This is an optimization exercise on Yosys and OpenROAD, whose aim is small area, a short achievable clock period and few clock cycles, not a production implementation. Only simulation tests tie the RTL to the original design; equivalence was not proved. Power figures rest on the tool's default switching activity, not on a simulated workload.

==> flow/design.v <==
`timescale 1ns/10ps
module pfx_add #(parameter N = 16, parameter L = 4) (
	input  [N-1:0] x,
	input  [N-1:0] y,
	input          cin,
	output [N-1:0] s,
	output [N-1:0] c,
	output         cout
);
	wire [N-1:0] g0 = x & y;
	wire [N-1:0] p0 = x ^ y;
	wire [N-1:0] G [0:L];
	wire [N-1:0] P [0:L];
	assign G[0] = {g0[N-1:1], g0[0] | (p0[0] & cin)};
	assign P[0] = p0;
	genvar l, i;
	generate
		for (l = 1; l <= L; l = l + 1) begin : lv
			for (i = 0; i < N; i = i + 1) begin : bt
				if ((i >> (l - 1)) & 1) begin : op
					localparam integer J = ((i >> (l - 1)) << (l - 1)) - 1;
					assign G[l][i] = G[l-1][i] | (P[l-1][i] & G[l-1][J]);
					assign P[l][i] = P[l-1][i] & P[l-1][J];
				end else begin : pass
					assign G[l][i] = G[l-1][i];
					assign P[l][i] = P[l-1][i];
				end
			end
		end
	endgenerate
	assign c = {G[L][N-2:0], cin};
	assign s = p0 ^ c;
	assign cout = G[L][N-1];
endmodule
`timescale 1ns/10ps
module mul_step (
	input  [16:0] h,      
	input  [16:0] A,      
	input  [7:0]  C,      
	input         neg,    
	input         nb,     
	output [24:0] t
);
	wire w1, w2, w3, w4, w5, w6, w7, w8, w9, w10, w11, w12, w13, w14, w15, w16, w17, w18, w19, w20, w21, w22, w23, w24, w25, w26, w27, w28, w29, w30, w31, w32, w33, w34, w35, w36, w37, w38, w39, w40, w41, w42, w43, w44, w45, w46, w47, w48, w49, w50, w51, w52, w53, w54, w55, w56, w57, w58, w59, w60, w61, w62, w63, w64, w65, w66, w67, w68, w69, w70, w71, w72, w73, w74, w75, w76, w77, w78, w79, w80, w81, w82, w83, w84, w85, w86, w87, w88, w89, w90, w91, w92, w93, w94, w95, w96, w97, w98, w99, w100, w101, w102, w103, w104, w105, w106, w107, w108, w109, w110, w111, w112, w113, w114, w115, w116, w117, w118, w119, w120, w121, w122, w123, w124, w125, w126, w127, w128, w129, w130, w131, w132, w133, w134, w135, w136, w137, w138, w139, w140, w141, w142, w143, w144, w145, w146, w147, w148, w149, w150, w151, w152, w153, w154, w155, w156, w157, w158, w159, w160, w161, w162, w163, w164, w165, w166, w167, w168, w169, w170, w171, w172, w173, w174, w175, w176, w177, w178, w179, w180, w181, w182, w183, w184, w185, w186, w187, w188, w189, w190, w191, w192, w193, w194, w195, w196, w197, w198, w199, w200, w201, w202, w203, w204, w205, w206, w207, w208, w209, w210, w211, w212, w213, w214, w215, w216, w217, w218, w219, w220, w221, w222, w223, w224, w225, w226, w227, w228, w229, w230, w231, w232, w233, w234, w235, w236, w237, w238, w239, w240, w241, w242;
	assign w1 = h[15] ^ (C[0] & A[15]) ^ (C[1] & A[14]);
	assign w2 = (h[15] & (C[0] & A[15])) | ((C[1] & A[14]) & (h[15] ^ (C[0] & A[15])));
	assign w3 = ~h[16] ^ ~(C[0] & A[16]) ^ (C[1] & A[15]);
	assign w4 = (~h[16] & ~(C[0] & A[16])) | ((C[1] & A[15]) & (~h[16] ^ ~(C[0] & A[16])));
	assign w5 = h[5] ^ (C[0] & A[5]) ^ (C[1] & A[4]);
	assign w6 = (h[5] & (C[0] & A[5])) | ((C[1] & A[4]) & (h[5] ^ (C[0] & A[5])));
	assign w7 = h[6] ^ (C[0] & A[6]) ^ (C[1] & A[5]);
	assign w8 = (h[6] & (C[0] & A[6])) | ((C[1] & A[5]) & (h[6] ^ (C[0] & A[6])));
	assign w9 = (C[2] & A[4]) ^ (C[3] & A[3]) ^ (C[4] & A[2]);
	assign w10 = ((C[2] & A[4]) & (C[3] & A[3])) | ((C[4] & A[2]) & ((C[2] & A[4]) ^ (C[3] & A[3])));
	assign w11 = h[7] ^ (C[0] & A[7]) ^ (C[1] & A[6]);
	assign w12 = (h[7] & (C[0] & A[7])) | ((C[1] & A[6]) & (h[7] ^ (C[0] & A[7])));
	assign w13 = (C[2] & A[5]) ^ (C[3] & A[4]) ^ (C[4] & A[3]);
	assign w14 = ((C[2] & A[5]) & (C[3] & A[4])) | ((C[4] & A[3]) & ((C[2] & A[5]) ^ (C[3] & A[4])));
	assign w15 = (C[5] & A[2]) ^ (C[6] & A[1]) ^ (C[7] & (A[0] ^ neg));
	assign w16 = ((C[5] & A[2]) & (C[6] & A[1])) | ((C[7] & (A[0] ^ neg)) & ((C[5] & A[2]) ^ (C[6] & A[1])));
	assign w17 = h[8] ^ (C[0] & A[8]) ^ (C[1] & A[7]);
	assign w18 = (h[8] & (C[0] & A[8])) | ((C[1] & A[7]) & (h[8] ^ (C[0] & A[8])));
	assign w19 = (C[2] & A[6]) ^ (C[3] & A[5]) ^ (C[4] & A[4]);
	assign w20 = ((C[2] & A[6]) & (C[3] & A[5])) | ((C[4] & A[4]) & ((C[2] & A[6]) ^ (C[3] & A[5])));
	assign w21 = (C[5] & A[3]) ^ (C[6] & A[2]) ^ (C[7] & (A[1] ^ neg));
	assign w22 = ((C[5] & A[3]) & (C[6] & A[2])) | ((C[7] & (A[1] ^ neg)) & ((C[5] & A[3]) ^ (C[6] & A[2])));
	assign w23 = h[9] ^ (C[0] & A[9]) ^ (C[1] & A[8]);
	assign w24 = (h[9] & (C[0] & A[9])) | ((C[1] & A[8]) & (h[9] ^ (C[0] & A[9])));
	assign w25 = (C[2] & A[7]) ^ (C[3] & A[6]) ^ (C[4] & A[5]);
	assign w26 = ((C[2] & A[7]) & (C[3] & A[6])) | ((C[4] & A[5]) & ((C[2] & A[7]) ^ (C[3] & A[6])));
	assign w27 = (C[5] & A[4]) ^ (C[6] & A[3]) ^ (C[7] & (A[2] ^ neg));
	assign w28 = ((C[5] & A[4]) & (C[6] & A[3])) | ((C[7] & (A[2] ^ neg)) & ((C[5] & A[4]) ^ (C[6] & A[3])));
	assign w29 = h[10] ^ (C[0] & A[10]) ^ (C[1] & A[9]);
	assign w30 = (h[10] & (C[0] & A[10])) | ((C[1] & A[9]) & (h[10] ^ (C[0] & A[10])));
	assign w31 = (C[2] & A[8]) ^ (C[3] & A[7]) ^ (C[4] & A[6]);
	assign w32 = ((C[2] & A[8]) & (C[3] & A[7])) | ((C[4] & A[6]) & ((C[2] & A[8]) ^ (C[3] & A[7])));
	assign w33 = (C[5] & A[5]) ^ (C[6] & A[4]) ^ (C[7] & (A[3] ^ neg));
	assign w34 = ((C[5] & A[5]) & (C[6] & A[4])) | ((C[7] & (A[3] ^ neg)) & ((C[5] & A[5]) ^ (C[6] & A[4])));
	assign w35 = h[11] ^ (C[0] & A[11]) ^ (C[1] & A[10]);
	assign w36 = (h[11] & (C[0] & A[11])) | ((C[1] & A[10]) & (h[11] ^ (C[0] & A[11])));
	assign w37 = (C[2] & A[9]) ^ (C[3] & A[8]) ^ (C[4] & A[7]);
	assign w38 = ((C[2] & A[9]) & (C[3] & A[8])) | ((C[4] & A[7]) & ((C[2] & A[9]) ^ (C[3] & A[8])));
	assign w39 = (C[5] & A[6]) ^ (C[6] & A[5]) ^ (C[7] & (A[4] ^ neg));
	assign w40 = ((C[5] & A[6]) & (C[6] & A[5])) | ((C[7] & (A[4] ^ neg)) & ((C[5] & A[6]) ^ (C[6] & A[5])));
	assign w41 = h[12] ^ (C[0] & A[12]) ^ (C[1] & A[11]);
	assign w42 = (h[12] & (C[0] & A[12])) | ((C[1] & A[11]) & (h[12] ^ (C[0] & A[12])));
	assign w43 = (C[2] & A[10]) ^ (C[3] & A[9]) ^ (C[4] & A[8]);
	assign w44 = ((C[2] & A[10]) & (C[3] & A[9])) | ((C[4] & A[8]) & ((C[2] & A[10]) ^ (C[3] & A[9])));
	assign w45 = (C[5] & A[7]) ^ (C[6] & A[6]) ^ (C[7] & (A[5] ^ neg));
	assign w46 = ((C[5] & A[7]) & (C[6] & A[6])) | ((C[7] & (A[5] ^ neg)) & ((C[5] & A[7]) ^ (C[6] & A[6])));
	assign w47 = h[13] ^ (C[0] & A[13]) ^ (C[1] & A[12]);
	assign w48 = (h[13] & (C[0] & A[13])) | ((C[1] & A[12]) & (h[13] ^ (C[0] & A[13])));
	assign w49 = (C[2] & A[11]) ^ (C[3] & A[10]) ^ (C[4] & A[9]);
	assign w50 = ((C[2] & A[11]) & (C[3] & A[10])) | ((C[4] & A[9]) & ((C[2] & A[11]) ^ (C[3] & A[10])));
	assign w51 = (C[5] & A[8]) ^ (C[6] & A[7]) ^ (C[7] & (A[6] ^ neg));
	assign w52 = ((C[5] & A[8]) & (C[6] & A[7])) | ((C[7] & (A[6] ^ neg)) & ((C[5] & A[8]) ^ (C[6] & A[7])));
	assign w53 = h[14] ^ (C[0] & A[14]) ^ (C[1] & A[13]);
	assign w54 = (h[14] & (C[0] & A[14])) | ((C[1] & A[13]) & (h[14] ^ (C[0] & A[14])));
	assign w55 = (C[2] & A[12]) ^ (C[3] & A[11]) ^ (C[4] & A[10]);
	assign w56 = ((C[2] & A[12]) & (C[3] & A[11])) | ((C[4] & A[10]) & ((C[2] & A[12]) ^ (C[3] & A[11])));
	assign w57 = (C[5] & A[9]) ^ (C[6] & A[8]) ^ (C[7] & (A[7] ^ neg));
	assign w58 = ((C[5] & A[9]) & (C[6] & A[8])) | ((C[7] & (A[7] ^ neg)) & ((C[5] & A[9]) ^ (C[6] & A[8])));
	assign w59 = w1 ^ (C[2] & A[13]) ^ (C[3] & A[12]);
	assign w60 = (w1 & (C[2] & A[13])) | ((C[3] & A[12]) & (w1 ^ (C[2] & A[13])));
	assign w61 = (C[4] & A[11]) ^ (C[5] & A[10]) ^ (C[6] & A[9]);
	assign w62 = ((C[4] & A[11]) & (C[5] & A[10])) | ((C[6] & A[9]) & ((C[4] & A[11]) ^ (C[5] & A[10])));
	assign w63 = (C[7] & (A[8] ^ neg)) ^ nb;
	assign w64 = (C[7] & (A[8] ^ neg)) & nb;
	assign w65 = w2 ^ w3 ^ (C[2] & A[14]);
	assign w66 = (w2 & w3) | ((C[2] & A[14]) & (w2 ^ w3));
	assign w67 = (C[3] & A[13]) ^ (C[4] & A[12]) ^ (C[5] & A[11]);
	assign w68 = ((C[3] & A[13]) & (C[4] & A[12])) | ((C[5] & A[11]) & ((C[3] & A[13]) ^ (C[4] & A[12])));
	assign w69 = (C[6] & A[10]) ^ (C[7] & (A[9] ^ neg));
	assign w70 = (C[6] & A[10]) & (C[7] & (A[9] ^ neg));
	assign w71 = w4 ^ ~(C[1] & A[16]) ^ (C[2] & A[15]);
	assign w72 = (w4 & ~(C[1] & A[16])) | ((C[2] & A[15]) & (w4 ^ ~(C[1] & A[16])));
	assign w73 = (C[3] & A[14]) ^ (C[4] & A[13]) ^ (C[5] & A[12]);
	assign w74 = ((C[3] & A[14]) & (C[4] & A[13])) | ((C[5] & A[12]) & ((C[3] & A[14]) ^ (C[4] & A[13])));
	assign w75 = (C[6] & A[11]) ^ (C[7] & (A[10] ^ neg));
	assign w76 = (C[6] & A[11]) & (C[7] & (A[10] ^ neg));
	assign w77 = ~(C[2] & A[16]) ^ (C[3] & A[15]) ^ (C[4] & A[14]);
	assign w78 = (~(C[2] & A[16]) & (C[3] & A[15])) | ((C[4] & A[14]) & (~(C[2] & A[16]) ^ (C[3] & A[15])));
	assign w79 = (C[5] & A[13]) ^ (C[6] & A[12]) ^ (C[7] & (A[11] ^ neg));
	assign w80 = ((C[5] & A[13]) & (C[6] & A[12])) | ((C[7] & (A[11] ^ neg)) & ((C[5] & A[13]) ^ (C[6] & A[12])));
	assign w81 = ~(C[3] & A[16]) ^ (C[4] & A[15]) ^ (C[5] & A[14]);
	assign w82 = (~(C[3] & A[16]) & (C[4] & A[15])) | ((C[5] & A[14]) & (~(C[3] & A[16]) ^ (C[4] & A[15])));
	assign w83 = h[3] ^ (C[0] & A[3]) ^ (C[1] & A[2]);
	assign w84 = (h[3] & (C[0] & A[3])) | ((C[1] & A[2]) & (h[3] ^ (C[0] & A[3])));
	assign w85 = h[4] ^ (C[0] & A[4]) ^ (C[1] & A[3]);
	assign w86 = (h[4] & (C[0] & A[4])) | ((C[1] & A[3]) & (h[4] ^ (C[0] & A[4])));
	assign w87 = (C[2] & A[2]) ^ (C[3] & A[1]) ^ (C[4] & A[0]);
	assign w88 = ((C[2] & A[2]) & (C[3] & A[1])) | ((C[4] & A[0]) & ((C[2] & A[2]) ^ (C[3] & A[1])));
	assign w89 = w5 ^ (C[2] & A[3]) ^ (C[3] & A[2]);
	assign w90 = (w5 & (C[2] & A[3])) | ((C[3] & A[2]) & (w5 ^ (C[2] & A[3])));
	assign w91 = (C[4] & A[1]) ^ (C[5] & A[0]);
	assign w92 = (C[4] & A[1]) & (C[5] & A[0]);
	assign w93 = w6 ^ w7 ^ w9;
	assign w94 = (w6 & w7) | (w9 & (w6 ^ w7));
	assign w95 = (C[5] & A[1]) ^ (C[6] & A[0]);
	assign w96 = (C[5] & A[1]) & (C[6] & A[0]);
	assign w97 = w8 ^ w10 ^ w11;
	assign w98 = (w8 & w10) | (w11 & (w8 ^ w10));
	assign w99 = w13 ^ w15;
	assign w100 = w13 & w15;
	assign w101 = w12 ^ w14 ^ w16;
	assign w102 = (w12 & w14) | (w16 & (w12 ^ w14));
	assign w103 = w17 ^ w19 ^ w21;
	assign w104 = (w17 & w19) | (w21 & (w17 ^ w19));
	assign w105 = w18 ^ w20 ^ w22;
	assign w106 = (w18 & w20) | (w22 & (w18 ^ w20));
	assign w107 = w23 ^ w25 ^ w27;
	assign w108 = (w23 & w25) | (w27 & (w23 ^ w25));
	assign w109 = w24 ^ w26 ^ w28;
	assign w110 = (w24 & w26) | (w28 & (w24 ^ w26));
	assign w111 = w29 ^ w31 ^ w33;
	assign w112 = (w29 & w31) | (w33 & (w29 ^ w31));
	assign w113 = w30 ^ w32 ^ w34;
	assign w114 = (w30 & w32) | (w34 & (w30 ^ w32));
	assign w115 = w35 ^ w37 ^ w39;
	assign w116 = (w35 & w37) | (w39 & (w35 ^ w37));
	assign w117 = w36 ^ w38 ^ w40;
	assign w118 = (w36 & w38) | (w40 & (w36 ^ w38));
	assign w119 = w41 ^ w43 ^ w45;
	assign w120 = (w41 & w43) | (w45 & (w41 ^ w43));
	assign w121 = w42 ^ w44 ^ w46;
	assign w122 = (w42 & w44) | (w46 & (w42 ^ w44));
	assign w123 = w47 ^ w49 ^ w51;
	assign w124 = (w47 & w49) | (w51 & (w47 ^ w49));
	assign w125 = w48 ^ w50 ^ w52;
	assign w126 = (w48 & w50) | (w52 & (w48 ^ w50));
	assign w127 = w53 ^ w55 ^ w57;
	assign w128 = (w53 & w55) | (w57 & (w53 ^ w55));
	assign w129 = w54 ^ w56 ^ w58;
	assign w130 = (w54 & w56) | (w58 & (w54 ^ w56));
	assign w131 = w59 ^ w61 ^ w63;
	assign w132 = (w59 & w61) | (w63 & (w59 ^ w61));
	assign w133 = w60 ^ w62 ^ w64;
	assign w134 = (w60 & w62) | (w64 & (w60 ^ w62));
	assign w135 = w65 ^ w67 ^ w69;
	assign w136 = (w65 & w67) | (w69 & (w65 ^ w67));
	assign w137 = w66 ^ w68 ^ w70;
	assign w138 = (w66 & w68) | (w70 & (w66 ^ w68));
	assign w139 = w71 ^ w73 ^ w75;
	assign w140 = (w71 & w73) | (w75 & (w71 ^ w73));
	assign w141 = w72 ^ w74 ^ w76;
	assign w142 = (w72 & w74) | (w76 & (w72 ^ w74));
	assign w143 = w77 ^ w79;
	assign w144 = w77 & w79;
	assign w145 = w78 ^ w80 ^ w81;
	assign w146 = (w78 & w80) | (w81 & (w78 ^ w80));
	assign w147 = (C[6] & A[13]) ^ (C[7] & (A[12] ^ neg));
	assign w148 = (C[6] & A[13]) & (C[7] & (A[12] ^ neg));
	assign w149 = w82 ^ ~(C[4] & A[16]) ^ (C[5] & A[15]);
	assign w150 = (w82 & ~(C[4] & A[16])) | ((C[5] & A[15]) & (w82 ^ ~(C[4] & A[16])));
	assign w151 = (C[6] & A[14]) ^ (C[7] & (A[13] ^ neg));
	assign w152 = (C[6] & A[14]) & (C[7] & (A[13] ^ neg));
	assign w153 = ~(C[5] & A[16]) ^ (C[6] & A[15]) ^ (C[7] & (A[14] ^ neg));
	assign w154 = (~(C[5] & A[16]) & (C[6] & A[15])) | ((C[7] & (A[14] ^ neg)) & (~(C[5] & A[16]) ^ (C[6] & A[15])));
	assign w155 = h[2] ^ (C[0] & A[2]) ^ (C[1] & A[1]);
	assign w156 = (h[2] & (C[0] & A[2])) | ((C[1] & A[1]) & (h[2] ^ (C[0] & A[2])));
	assign w157 = w83 ^ (C[2] & A[1]) ^ (C[3] & A[0]);
	assign w158 = (w83 & (C[2] & A[1])) | ((C[3] & A[0]) & (w83 ^ (C[2] & A[1])));
	assign w159 = w84 ^ w85 ^ w87;
	assign w160 = (w84 & w85) | (w87 & (w84 ^ w85));
	assign w161 = w86 ^ w88 ^ w89;
	assign w162 = (w86 & w88) | (w89 & (w86 ^ w88));
	assign w163 = w90 ^ w92 ^ w93;
	assign w164 = (w90 & w92) | (w93 & (w90 ^ w92));
	assign w165 = w94 ^ w96 ^ w97;
	assign w166 = (w94 & w96) | (w97 & (w94 ^ w96));
	assign w167 = w98 ^ w100 ^ w101;
	assign w168 = (w98 & w100) | (w101 & (w98 ^ w100));
	assign w169 = w102 ^ w104 ^ w105;
	assign w170 = (w102 & w104) | (w105 & (w102 ^ w104));
	assign w171 = w106 ^ w108 ^ w109;
	assign w172 = (w106 & w108) | (w109 & (w106 ^ w108));
	assign w173 = w110 ^ w112 ^ w113;
	assign w174 = (w110 & w112) | (w113 & (w110 ^ w112));
	assign w175 = w114 ^ w116 ^ w117;
	assign w176 = (w114 & w116) | (w117 & (w114 ^ w116));
	assign w177 = w118 ^ w120 ^ w121;
	assign w178 = (w118 & w120) | (w121 & (w118 ^ w120));
	assign w179 = w122 ^ w124 ^ w125;
	assign w180 = (w122 & w124) | (w125 & (w122 ^ w124));
	assign w181 = w126 ^ w128 ^ w129;
	assign w182 = (w126 & w128) | (w129 & (w126 ^ w128));
	assign w183 = w130 ^ w132 ^ w133;
	assign w184 = (w130 & w132) | (w133 & (w130 ^ w132));
	assign w185 = w134 ^ w136 ^ w137;
	assign w186 = (w134 & w136) | (w137 & (w134 ^ w136));
	assign w187 = w138 ^ w140 ^ w141;
	assign w188 = (w138 & w140) | (w141 & (w138 ^ w140));
	assign w189 = w142 ^ w144 ^ w145;
	assign w190 = (w142 & w144) | (w145 & (w142 ^ w144));
	assign w191 = w146 ^ w148 ^ w149;
	assign w192 = (w146 & w148) | (w149 & (w146 ^ w148));
	assign w193 = w150 ^ w152 ^ w153;
	assign w194 = (w150 & w152) | (w153 & (w150 ^ w152));
	assign w195 = w154 ^ ~(C[6] & A[16]) ^ (C[7] & (A[15] ^ neg));
	assign w196 = (w154 & ~(C[6] & A[16])) | ((C[7] & (A[15] ^ neg)) & (w154 ^ ~(C[6] & A[16])));
	assign w197 = h[1] ^ (C[0] & A[1]) ^ (C[1] & A[0]);
	assign w198 = (h[1] & (C[0] & A[1])) | ((C[1] & A[0]) & (h[1] ^ (C[0] & A[1])));
	assign w199 = w155 ^ (C[2] & A[0]);
	assign w200 = w155 & (C[2] & A[0]);
	assign w201 = w156 ^ w157;
	assign w202 = w156 & w157;
	assign w203 = w158 ^ w159;
	assign w204 = w158 & w159;
	assign w205 = w160 ^ w161 ^ w91;
	assign w206 = (w160 & w161) | (w91 & (w160 ^ w161));
	assign w207 = w162 ^ w163 ^ w95;
	assign w208 = (w162 & w163) | (w95 & (w162 ^ w163));
	assign w209 = w164 ^ w165 ^ w99;
	assign w210 = (w164 & w165) | (w99 & (w164 ^ w165));
	assign w211 = w166 ^ w167 ^ w103;
	assign w212 = (w166 & w167) | (w103 & (w166 ^ w167));
	assign w213 = w168 ^ w169 ^ w107;
	assign w214 = (w168 & w169) | (w107 & (w168 ^ w169));
	assign w215 = w170 ^ w171 ^ w111;
	assign w216 = (w170 & w171) | (w111 & (w170 ^ w171));
	assign w217 = w172 ^ w173 ^ w115;
	assign w218 = (w172 & w173) | (w115 & (w172 ^ w173));
	assign w219 = w174 ^ w175 ^ w119;
	assign w220 = (w174 & w175) | (w119 & (w174 ^ w175));
	assign w221 = w176 ^ w177 ^ w123;
	assign w222 = (w176 & w177) | (w123 & (w176 ^ w177));
	assign w223 = w178 ^ w179 ^ w127;
	assign w224 = (w178 & w179) | (w127 & (w178 ^ w179));
	assign w225 = w180 ^ w181 ^ w131;
	assign w226 = (w180 & w181) | (w131 & (w180 ^ w181));
	assign w227 = w182 ^ w183 ^ w135;
	assign w228 = (w182 & w183) | (w135 & (w182 ^ w183));
	assign w229 = w184 ^ w185 ^ w139;
	assign w230 = (w184 & w185) | (w139 & (w184 ^ w185));
	assign w231 = w186 ^ w187 ^ w143;
	assign w232 = (w186 & w187) | (w143 & (w186 ^ w187));
	assign w233 = w188 ^ w189 ^ w147;
	assign w234 = (w188 & w189) | (w147 & (w188 ^ w189));
	assign w235 = w190 ^ w191 ^ w151;
	assign w236 = (w190 & w191) | (w151 & (w190 ^ w191));
	assign w237 = w192 ^ w193;
	assign w238 = w192 & w193;
	assign w239 = w194 ^ w195;
	assign w240 = w194 & w195;
	assign w241 = w196 ^ ~(C[7] & (A[16] ^ neg));
	assign w242 = w196 & ~(C[7] & (A[16] ^ neg));
	wire [24:0] xx = {w242, w240, w238, w236, w234, w232, w230, w228, w226, w224, w222, w220, w218, w216, w214, w212, w210, w208, w206, w204, w202, w200, w198, w197, h[0]};
	wire [24:0] yy = {1'b1, w241, w239, w237, w235, w233, w231, w229, w227, w225, w223, w221, w219, w217, w215, w213, w211, w209, w207, w205, w203, w201, w199, 1'b0, (C[0] & A[0])};
	wire [24:0] cc;
	wire co;
	pfx_add #(25, 5) add_i (.x(xx), .y(yy), .cin(1'b0), .s(t), .c(cc), .cout(co));
endmodule
`timescale 1ns/10ps
module zmc_alu (
	input  [15:0] a_in,
	input  [15:0] b_in,
	input  [7:0]  op_in,
	input         z_flag_in,
	input         s_flag_in,
	input         c_flag_in,
	input         ovr_flag_in,
	input         clk,
	input         a_reset_l,
	output reg [15:0] c_out,
	output reg    z_flag_out,
	output reg    s_flag_out,
	output reg    c_flag_out,
	output reg    ovr_flag_out,
	output        valid_out
);
	wire [15:0] a = a_in;
	wire [15:0] b = b_in;
	wire [3:0]  n = op_in[3:0];
	wire        cont = op_in[5];
	wire        zi = z_flag_in, si = s_flag_in, ci = c_flag_in, vi = ovr_flag_in;
	wire hi00    = (op_in[7:6] == 2'b00) & ~op_in[4];
	wire n_arith = (n == 4'h0) | (n == 4'h1) | (n == 4'h3) | (n == 4'h4) | (n == 4'h8) | (n == 4'hB);
	wire g_arith = hi00 & n_arith;
	wire g_logic = (op_in[7:4] == 4'h4);
	wire g_shift = (op_in[7:4] == 4'h8) & ~(op_in[2] & op_in[1]);
	wire is_mul  = hi00 & (n == 4'h2);
	wire is_div  = (op_in == 8'h0F);
	wire is_md   = is_mul | is_div;
	wire signd   = op_in[5];
	wire        x_a    = (n == 4'h8) | (n == 4'hB);
	wire        x_ones = (n == 4'h4);
	wire        x_d    = (n == 4'hF);
	wire        y_inv  = (n == 4'h3) | (n == 4'hB) | (n == 4'hF);
	wire        cin    = cont ? (ci & (n != 4'h0)) : ((n == 4'h1) | (n == 4'h3) | (n == 4'hB) | (n == 4'hF));
	wire        sel_a, sel_a1, sel_r;
	wire [15:0] dx;
	wire [15:0] x = ({16{sel_a}} & a) | ({16{sel_a1}} & {1'b0, a[15:1]}) |
	                ({16{sel_r}} & dx) | {16{x_ones}};
	wire [15:0] y = y_inv ? ~b : b;
	wire [15:0] sum, carry;
	wire        c16;
	pfx_add #(16) add_i (.x(x), .y(y), .cin(cin), .s(sum), .c(carry), .cout(c16));
	wire        c15 = carry[15];
	wire        sum_zero = ((x ^ y) == {x[14:0] | y[14:0], cin});
	wire        b_nz   = |b;
	wire        b_lnz  = |b[14:0];
	wire        neg_sub = ~cont & y_inv;       
	wire        negc    = cont & (n == 4'h3);  
	reg ar_c, ar_v;
	always @(*) begin
		if (negc) begin
			ar_c = b_nz | ci;
			ar_v = ~ci & b[15] & ~b_lnz;
		end else if (neg_sub) begin
			ar_c = c16 & b_nz;
			ar_v = (c16 & b_nz) ^ (c15 & b_lnz);
		end else begin
			ar_c = c16;
			ar_v = c16 ^ c15;
		end
	end
	wire mov   = (n == 4'h0);
	wire ar_z  = mov ? zi : (sum_zero & (~cont | zi));
	wire ar_s  = mov ? si : sum[15];
	wire ar_cf = mov ? ci : ar_c;
	wire ar_vf = mov ? vi : ar_v;
	reg [15:0] lg;
	integer i;
	always @(*) begin
		for (i = 0; i < 16; i = i + 1)
			lg[i] = op_in[{b[i], a[i]}];
		if (n == 4'hF) lg = 16'h0001;
	end
	reg        sh_fill, sh_c;
	reg [15:0] sh;
	always @(*) begin
		sh_c = ci;
		case (op_in[2:0])
			3'd0: sh_fill = 1'b0;
			3'd1: sh_fill = 1'b1;
			3'd2: sh_fill = op_in[3] ? b[0] : b[15];
			3'd4: sh_fill = op_in[3] ? b[15] : b[0];
			default: sh_fill = ci;
		endcase
		if (op_in[2:0] == 3'd5) sh_c = op_in[3] ? b[15] : b[0];
		sh = op_in[3] ? {b[14:0], sh_fill} : {sh_fill, b[15:1]};
	end
	reg         busy;  
	reg         vreg;  
	reg  [3:0]  pos;   
	reg  [16:0] ra;    
	reg  [14:0] rb;    
	wire        first = ~busy;
	wire [24:0] t;
	mul_step mul_i (
		.h(first ? 17'd0 : ra),
		.A({signd & a[15], a}),
		.C(first ? b[7:0] : b[15:8]),
		.neg(signd & ~first),
		.nb(signd & first & b[15]),
		.t(t)
	);
	reg  [3:0]  nf;
	integer k;
	always @(*) begin
		nf = 4'd15;
		for (k = 0; k < 16; k = k + 1)
			if (b[k]) nf = 15 - k;
	end
	wire        nf_small = b[15] | b[14];
	wire [15:0] r_init = {1'b0, a[15:1]} >> nf;
	reg         abit;  
	wire [3:0]  pos_m1 = (busy ? pos : nf) - 4'd1;
	wire [3:0]  pos_next = (busy | nf_small) ? pos_m1 : nf;
	assign      dx = {ra[14:0], abit};
	assign      sel_r  = x_d & busy;
	assign      sel_a  = x_a | (x_d & ~busy & b[15]);
	assign      sel_a1 = x_d & ~busy & ~b[15];
	wire        q = (busy & ra[15]) | c16;
	wire [15:0] r_next = q ? sum : x;
	always @(posedge clk or negedge a_reset_l) begin
		if (!a_reset_l) begin
			busy <= 1'b0;
			vreg <= 1'b0;
		end else begin
			busy <= is_md & ~vreg;
			vreg <= ~vreg & ((busy & (is_mul | (is_div & (pos == 4'd0)))) | (~busy & is_div & b[15]));
		end
	end
	always @(posedge clk) begin
		pos  <= pos_next;
		abit <= a[pos_next];
		if (is_mul) begin
			ra <= t[24:8];
			rb <= {7'd0, t[7:0]};
		end else begin
			ra <= {1'b0, (busy | nf_small) ? r_next : r_init};
			rb <= busy ? {rb[13:0], q} : {14'd0, q & nf_small};
		end
	end
	assign valid_out = vreg;
	wire [15:0] md_out = vreg ? ra[15:0] :
	                     is_mul ? {t[7:0], rb[7:0]} : {busy ? rb[14:0] : 15'd0, q};
	wire a_z  = ~(|a);
	wire md_z = is_div ? (a_z & b_nz) : (a_z | ~b_nz);
	wire md_s = is_div ? si : (signd & (a[15] ^ b[15]));
	wire md_v = is_div ? ~b_nz : vi;
	always @(*) begin
		c_out = 16'd0; z_flag_out = 1'b0; s_flag_out = 1'b0; c_flag_out = 1'b0; ovr_flag_out = 1'b0;
		if (g_arith) begin
			c_out = sum; z_flag_out = ar_z; s_flag_out = ar_s; c_flag_out = ar_cf; ovr_flag_out = ar_vf;
		end else if (g_logic) begin
			c_out = lg; z_flag_out = (lg == 16'd0); s_flag_out = lg[15]; c_flag_out = ci; ovr_flag_out = vi;
		end else if (g_shift) begin
			c_out = sh; z_flag_out = (sh == 16'd0); s_flag_out = sh[15]; c_flag_out = sh_c; ovr_flag_out = vi;
		end else if (is_md) begin
			c_out = md_out; z_flag_out = md_z; s_flag_out = md_s; c_flag_out = ci; ovr_flag_out = md_v;
		end
	end
endmodule
==> flow/flow/run.sh <==
#!/bin/bash
# Layout flow: the standard flow (standard.sh) with one change: the port
# buffers that global placement inserts on every input and output are
# sky130_fd_sc_hd__buf_2 instead of the cell the resizer picks by default.
# The output of the whole run goes to standard.log in this folder; ORFS keeps
# each step's log under orfs/logs.
set -e
export BUFFER_PORTS_ARGS="-buffer_cell sky130_fd_sc_hd__buf_2"
bash standard.sh > standard.log 2>&1
==> flow/standard.sh <==
#!/bin/bash
# synth_recipe.tcl (not shown) runs the flow's synth.tcl, then flattens the netlist and writes it again
# the make line also repeats each setting of config.mk as NAME=value (left out here)
make -C /OpenROAD-flow-scripts/flow DESIGN_CONFIG=/design/flow/config.mk WORK_HOME=/design/flow/orfs CLKGATE_MAP_FILE= SYNTH_SCRIPT=/design/flow/synth_recipe.tcl "${@:-finish}"
==> flow/config.mk <==
export PLATFORM = sky130hd
export DESIGN_NAME = zmc_alu
export DESIGN_NICKNAME = zmc_alu
export VERILOG_FILES = /design/flow/design.v
export SDC_FILE = /design/flow/constraint.sdc
export NUM_CORES = 4
export LEC_CHECK = 0
export ABC_CLOCK_PERIOD_IN_PS = 8000
export CAP_MARGIN = 20
export CORE_MARGIN = 2
export CORE_UTILIZATION = 40
export SETUP_SLACK_MARGIN = 5
export SLEW_MARGIN = 20
==> flow/constraint.sdc <==
create_clock -name core_clock -period 16.0 [get_ports {clk}]
set_input_delay 3.2000 -clock core_clock [delete_from_list [all_inputs] [get_ports {clk}]]
set_output_delay 3.2000 -clock core_clock [all_outputs]
set_load 0.01 [all_outputs]
==> run_results.csv, run 1 <==
group,metric,value,unit
global_route,grt_pass1_wl,60.9,mm
logic_synthesis,synth-edff-count,0,
detailed_routing,avgRoutedWirePerCell,23.2,um
worst_setup_path,crit_path_end_kind,"output pin",
sta,final.setup_skew,0.00756,ns
worst_setup_path,slowest_delay,0.55,ns
run_status,outcome,"complete, no violations",
clock_tree,clk_pin_slew,0.07,ns
worst_setup_path,critical_path_required,12.80,ns
sta,worst_pin_slew,1.05,ns
die,die_y,170,um
clock_tree,cts_tree,"done",
die,die_x,170,um
detailed_routing,vias,10300,
final_layout,fin_nets,1599,
logic_synthesis,seq_area_frac_synth,7.17,%
sta,fin_crit,10.77,ns
detailed_routing,avgViaCountPerCell,6.04,
placement,place_congestion,0.973,
logic_synthesis,yosys-top-cells-area,"fa_1 (21%), ha_1 (7.9%), dfxtp_1 (6.7%), inv_1 (6.1%), nand2_1 (5.8%)",
sta,setup_tns,0,ns
power,total_power,0.00103,W
logic_synthesis,yosys.cell_count.top_type,"inv_1",
flow_run,max_cap_violations,0,
worst_setup_path,crit_top_cell,"fa_1",
die,core_area,27000,um2
clock_tree,cts-root-buf,"clkbuf_16",
final_layout,area_growth,5.65,%
power,leakagePower,5.51,nW
sta,hold_slack,0.485,ns
final_layout,drive_above_1_share,11.6,%
worst_setup_path,r2r_start,"busy",
min_path,hold_class,"register to register",
placement,portBuffers,66,
power,worst_ir_drop_vdd,62.3,uV
logic_synthesis,syn_area,11000,um2
sta,rsz0062_at_grt,"no",
die,io-pin-count,67,
detailed_routing,drt-pass1-iter-count,5,
logic_synthesis,syn_nets,1612,
logic_synthesis,ys_warn_count,3,
sta,finalSetupViolations,0,
clock_tree,cts_buffer_depth,2,
die,start_util,40.8,%
sta,period_share,67.3,%
placement,place_ws,4.69,ns
worst_setup_path,crit_start,"b_in[8]",
die,die_area,28900,um2
logic_synthesis,synth_cell_types,88,
placement,dpl_cell_area,11300,um2
worst_setup_path,cp_slowest_cell,"fa_1",
placement,post-dp-hpwl,29.8,mm
worst_setup_path,path_cells,"clkbuf_4 > mux2_4 > and2_1 > fa_1 > fa_1 > inv_1 > fa_1 > fa_1 > inv_1 > ha_4 > nand4_1 > nand2_1 > xor2_2 > a21oi_1 > o21ai_0 > a21oi_1 > o22ai_1 > buf_2",
global_route,antenna_found_initial,0,
logic_synthesis,async_flop_share,5.13,%
sta,slew_viol_final,0,
global_route,grt_overflow,0,
worst_setup_path,critical_path_arrival,7.57,ns
final_layout,final_cell_area,11700,um2
detailed_routing,route.final.wire_length,39.7,mm
global_route,first_global_vias,10200,
detailed_routing,dr.first_iter.drc_count,900,
logic_synthesis,ys_ff_latch,39,
global_route,grt_util_all_layers,28.0,%
clock_tree,cts_made_buffers,5,
worst_setup_path,cp_max_fo,8,
logic_synthesis,syn-mean-instance-area,7.99,um2
detailed_routing,drtAntennaViolNets,0,
worst_setup_path,cp-start-kind,"input port",
logic_synthesis,yosysTopAreaCellShare,20.9,%
logic_synthesis,synthTopCellsByCount,"inv_1 (179), nand2_1 (170), fa_1 (115)",
logic_synthesis,synth_flop_cell,"dfxtp_1",
clock_tree,clock_latency,0.30,ns
min_path,hold_start,"rb[13]",
sta,setup_ws,5.23,ns
worst_setup_path,path_buf_inv,4,
worst_setup_path,crit_type,"input port to output pin",
die,core.rowCount,60,
worst_setup_path,critPathTopFamily,"adder cells",
sta,fmax,92.9,MHz
clock_tree,clock_sinks,39,
sta,slew_headroom,29.3,%
clock_tree,h-tree-depth,2,
logic_synthesis,yosysTopAreaCell,"fa_1",
power,power_density,88.3,nW/um2
sta,hold_viol,0,
clock_tree,hold_buffers,0,
global_route,grt_max_degree,51,
logic_synthesis,syn-instance-count,1381,
detailed_routing,drc_errors,0,
==> path summary, 6_finish.rpt <==
check                                 end  slack [ns]  cells after the start
min in group asynchronous            busy        2.67                      1
worst max register to register     ra[15]        9.09                     21
worst max-delay path            c_out[14]        5.23                     18
worst min register to register     rb[14]        0.49                      1
worst min-delay path               rb[14]        0.49                      1
max in group asynchronous            vreg       13.24                      1
==> state kept, by name, indices dropped and copies added (netlist names) <==
register  flops
vreg          1
pos           4
rb           15
busy          1
abit          1
ra           17
==> report_power, final <==
group          switching, W  internal [W]  total (W)
combinational      0.000474      0.000299   0.000772
clock             0.0000463     0.0000896   0.000136
sequential        0.0000143      0.000107   0.000121
==> layout make-up <==
type / instances / area (um2)
repair buffers: 87 / 497
fillers: 2798 / 15400
inverters: 181 / 682
well taps: 341 / 427
clock inverters: 2 / 60.1
clock buffers: 6 / 129
diodes: 1 / 2.50
flip-flops and latches: 39 / 791
multi-input cells: 1054 / 9070
==> kinds of logic (layout without fill, tap and decap cells) <==
| kind of cell | after synthesis | count (layout) | synth area share, % |
|---|---|---|---|
| other | 0 | 1 | 0 |
| buffers and inverters | 288 | 276 | 11.4 |
| adders and majority gates | 185 | 185 | 28.8 |
| xor gates and xnor gates | 77 | 77 | 6.11 |
| and+or+nand+nor | 420 | 420 | 17.9 |
| DFF | 39 | 39 | 7.17 |
| AOI/OAI and AO/OA | 296 | 296 | 19.1 |
| muxes | 76 | 76 | 9.53 |
==> placed cells by master (no fill, tap or decap), types with 12 or more instances in the layout <==
cell,count
inv_1,179
xor2_1,52
o21ai_0,50
ha_1,69
nor3_1,20
a221o_1,20
mux4_2,15
a21oi_1,68
nand3_1,23
dfxtp_1,37
nand2_1,170
nor2_1,82
buf_2,65
mux2i_1,42
fa_1,115
xnor2_1,23
buf_4,20
nor4_1,14
and3_1,14
nand4_1,12
a21o_1,21
and2_1,53
==> repair_timing <==
item,4_1_cts,5_1_grt
pin swaps,0,5
buffers inserted,3,2
endpoints found under the setup margin,4,7
gates resized for setup,5,13
==> layer usage <==
metal  up-vias  track usage [%]  wire length (um)
met3       111             6.63              3650
li1       4643                -                 -
met5         -                0                 0
met2       490             43.6             17600
met4         0             12.2              1810
met1      5097             37.1             16600
==> stage by stage <==
| step | utilization [%] | std cells |
|---|---|---|
| final | 43.1 | 1711 |
| after global placement | 42.0 | 1697 |
| after global routing | 43.1 | 1710 |
| after CTS | 42.8 | 1708 |
| after detailed placement | 42.0 | 1697 |
| after floorplan | - | 1381 |
Testbench counts, summed over its fixed seeds: cycles 5,871.
==> run 2: changes to the inputs <==
--- a/flow/design.v
+++ b/flow/design.v
@@ -324,7 +324,7 @@
 	wire signd   = op_in[5];
-	wire        x_a    = (n == 4'h8) | (n == 4'hB);
-	wire        x_ones = (n == 4'h4);
-	wire        x_d    = (n == 4'hF);
-	wire        y_inv  = (n == 4'h3) | (n == 4'hB) | (n == 4'hF);
-	wire        cin    = cont ? (ci & (n != 4'h0)) : ((n == 4'h1) | (n == 4'h3) | (n == 4'hB) | (n == 4'hF));
+	wire        x_a    = op_in[3] & ~op_in[2];                
+	wire        x_ones = ~op_in[3] & op_in[2];                
+	wire        x_d    = op_in[3] & op_in[2];                 
+	wire        y_inv  = op_in[1] & op_in[0];                 
+	wire        cin    = cont ? (ci & (op_in[3] | op_in[2] | op_in[0])) : op_in[0];
 	wire        sel_a, sel_a1, sel_r;
==> run 2 against run 1 <==
Compared with the run above: still clean on timing, DRC and antenna; fmax fell by 0.28%; sequential power rose by 5%; synthesized cell count decreased by 2.6%; global-route usage decreased by 0.79 points; area after synthesis shrank 2.7%; critical path type unchanged; largest power group unchanged; highest routed layer unchanged.
==> run_results.csv, run 2 <==
group,metric,value,unit
run_status,outcome,"complete, no violations",
detailed_routing,dr.first_iter.drc_count,1236,
logic_synthesis,syn-instance-count,1345,
detailed_routing,avgRoutedWirePerCell,23.1,um
clock_tree,cts-root-buf,"clkbuf_16",
clock_tree,clk_pin_slew,0.06,ns
power,power_density,91.9,nW/um2
power,combPwrFrac,76.5,%
final_layout,top_regs,"ra x17, rb x15, pos x4",
global_route,antenna_found_initial,0,
clock_tree,cts_tree,"done",
final_layout,final_cell_area,11400,um2
final_layout,final_common_cell,"inv_1",
global_route,grt_overflow,0,
clock_tree,hold_buffers,0,
final_layout,area_growth,6.02,%
die,core.rowCount,59,
sta,slew_viol_final,0,
logic_synthesis,syn_area,10700,um2
worst_setup_path,cp_max_fo,8,
logic_synthesis,async_flop_share,5.13,%
die,die_y,168,um
logic_synthesis,synth_cell_types,77,
global_route,first_global_vias,9774,
logic_synthesis,synth_flop_cell,"dfxtp_1",
worst_setup_path,critical_path_arrival,7.60,ns
detailed_routing,drc_errors,0,
clock_tree,clock_latency,0.29,ns
clock_tree,cts_made_buffers,5,
power,power.internal,0.000500,W
die,io-pin-count,67,
sta,fin_crit,10.80,ns
sta,final.setup_skew,0.00784,ns
global_route,grt_util_all_layers,27.2,%
sta,fmax,92.6,MHz
power,seqPwrFrac,12.1,%
die,start_util,41.0,%
final_layout,multi_input_area,8840,um2
detailed_routing,avgViaCountPerCell,6.09,
logic_synthesis,seq_area_frac_synth,7.37,%
logic_synthesis,ys_ff_latch,39,
power,leakagePower,5.41,nW
logic_synthesis,yosysTopAreaCellShare,21.5,%
sta,rsz0062_at_grt,"yes",
sta,finalSetupViolations,0,
clock_tree,cts_buffer_depth,2,
placement,dpl_cell_area,11100,um2
placement,portBuffers,66,
power,swShare,52.2,%
sta,hold_viol,0,
final_layout,diodes,0,
detailed_routing,vias,10200,
placement,place_congestion,0.980,
detailed_routing,route.final.wire_length,38.5,mm
sta,setup_tns,0,ns
final_layout,final_cell_mix,"inv_1 (182), nand2_1 (165), fa_1 (115)",
final_layout,regArea,791,um2
clock_tree,clock_sinks,39,
min_path,hold_class,"register to register",
worst_setup_path,cp_slowest_cell,"fa_1",
final_layout,fill_cells,2695,
worst_setup_path,crit_path_end_kind,"output pin",
logic_synthesis,synth-edff-count,0,
worst_setup_path,crit_type,"input port to output pin",
power,worst_ir_drop_vdd,90.9,uV
logic_synthesis,yosysTopAreaCell,"fa_1",
logic_synthesis,syn_nets,1576,
logic_synthesis,yosys-top-cells-area,"fa_1 (21%), ha_1 (8.2%), dfxtp_1 (6.9%), inv_1 (6.4%), nand2_1 (5.8%)",
global_route,grt_max_degree,69,
global_route,grt_pass1_wl,58.8,mm
worst_setup_path,slowest_delay,0.52,ns
worst_setup_path,path_cells,"buf_2 > mux2_4 > and2_1 > fa_1 > inv_1 > fa_1 > inv_1 > fa_1 > inv_1 > fa_1 > inv_1 > ha_1 > nor3_1 > o21ai_0 > o21ai_1 > xnor2_1 > a221o_1 > o21ai_0 > o211ai_1 > buf_2",
placement,post-dp-hpwl,29.8,mm
logic_synthesis,syn-mean-instance-area,7.98,um2
clock_tree,h-tree-depth,2,
final_layout,drive_above_1_share,10.9,%
worst_setup_path,critical_path_required,12.80,ns
sta,worst_pin_slew,1.03,ns
sta,period_share,67.5,%
sta,hold_slack,0.495,ns
die,die_x,168,um
die,die_area,28200,um2
logic_synthesis,synthTopCellsByCount,"inv_1 (182), nand2_1 (165), fa_1 (115)",
power,clkPwrFrac,11.4,%
logic_synthesis,yosys.cell_count.top_type,"inv_1",
die,core_area,26200,um2
detailed_routing,drt-pass1-iter-count,6,
detailed_routing,drtAntennaViolNets,0,
worst_setup_path,cp-start-kind,"input port",
logic_synthesis,ys_warn_count,3,
final_layout,regMostFlops,"ra",
final_layout,fin_nets,1564,
power,p_sw,0.000546,W
final_layout,largest_register_ffs,17,
sta,slew_headroom,31.1,%
flow_run,max_cap_violations,0,
==> run 2: power groups by stage <==
stage	registers [W]	clock network, W	logic (W)
3_5_place_dp	0.000126	0	0.000790
2_1_floorplan	0.000118	0	0.000557
6_report	0.000127	0.000119	0.000800
5_1_grt	0.000126	0.000123	0.000882
4_1_cts	0.000124	0.000119	0.000795
3_3_place_gp	0.000126	0	0.000780
==> run 2: worst paths after layout <==
| kind | depth (start not counted) | endpoint | start | slack [ns] |
|---|---|---|---|---|
| setup / recovery | 20 | c_out[15] | b_in[0] | 5.20 |
| hold / removal | 1 | rb[9] | rb[8] | 0.49 |
| setup reg to reg | 22 | ra[15] | busy | 9.42 |
| hold reg to reg | 1 | rb[9] | rb[8] | 0.49 |
| max in group asynchronous | 1 | vreg | a_reset_l | 13.23 |
| min in group asynchronous | 1 | busy | a_reset_l | 2.68 |
==> run 2: cell families after synthesis <==
logic type	count (synthesis)	synth area share [%]
compound gates	259	17.1
xor+xnor	75	6.12
buf+inv	285	10.6
fa+ha+maj	185	29.6
mux	84	10.4
flops	39	7.37
simple gates	418	18.9
==> run 2: critical path, delay by kind of cell <==
kind                     cells  cell delay [ns]
AO/OA/AOI/OAI                5             0.82
multiplexers                 1             0.34
AND/OR/NAND/NOR              2             0.37
XOR/XNOR                     1             0.14
buffers and inverters        6             0.52
adder cells (fa/ha/maj)      5             2.19
==> run 2: layout make-up <==
class | count | area share, %
multi-input cells | 1021 | 77.7
flip-flops and latches | 39 | 6.95
inverters | 182 | 6.00
repair buffers | 84 | 4.09
well taps | 335 | 3.68
clock buffers | 6 | 1.22
clock inverters | 2 | 0.308
==> run 2: what timing repair did <==
action,CTS,global route
buffers inserted,0,4
setup endpoints to repair,1,3
gates resized for setup,1,6
==> run 2: metal layers <==
layer	global-route usage [%]	up-vias	wire (um)
li1	-	4534	-
met1	37.6	4942	16000
met2	42.7	597	17000
met3	5.12	92	3990
met4	9.41	0	1500
met5	0	-	0
==> run 2: through the flow <==
step | power, W | setup WS, ns | std cells | util (%)
2_1_floorplan | 0.000674 | 5.34 | 1345 | -
3_3_place_gp | 0.000906 | 5.04 | 1656 | 42.5
3_5_place_dp | 0.000916 | 4.97 | 1656 | 42.5
4_1_cts | 0.00104 | 5.05 | 1664 | 43.2
5_1_grt | 0.00113 | 4.99 | 1669 | 43.4
6_report | 0.00105 | 5.20 | 1669 | 43.4
Testbench counts of run 2, summed over its fixed seeds: cycles 5,871.

## static timing again, ports no longer ideal
In the flow no input, the clock included, has a driving cell. The finished layouts below were timed again as built, in two steps. Step 1: set_driving_cell puts a clkbuf_16 on clk and a buf_2 on each other input, an assumption about the parent block. Step 2 moves the port delays by t, midway between the first and last clock arrival at a register: inputs arrive t later, outputs are due t later. That takes back most of the time a late clock gives input paths. Slacks: ideal / step 1 / step 2; pairs: ideal / step 1.
| run | t (ns) | slack for setup (ns) | pins driven straight from the clock port |
|---|---|---|---|
| run 1 | 0.344 | 5.232 / 5.207 / 5.207 | 1 |
| run 2 | 0.331 | 5.202 / 5.180 / 5.180 | 1 |
After both steps setup and hold are still met in every run listed. For run 1, which loses most, drivers alone change the setup slack by -0.025 ns; drivers and shift together by -0.025 ns.
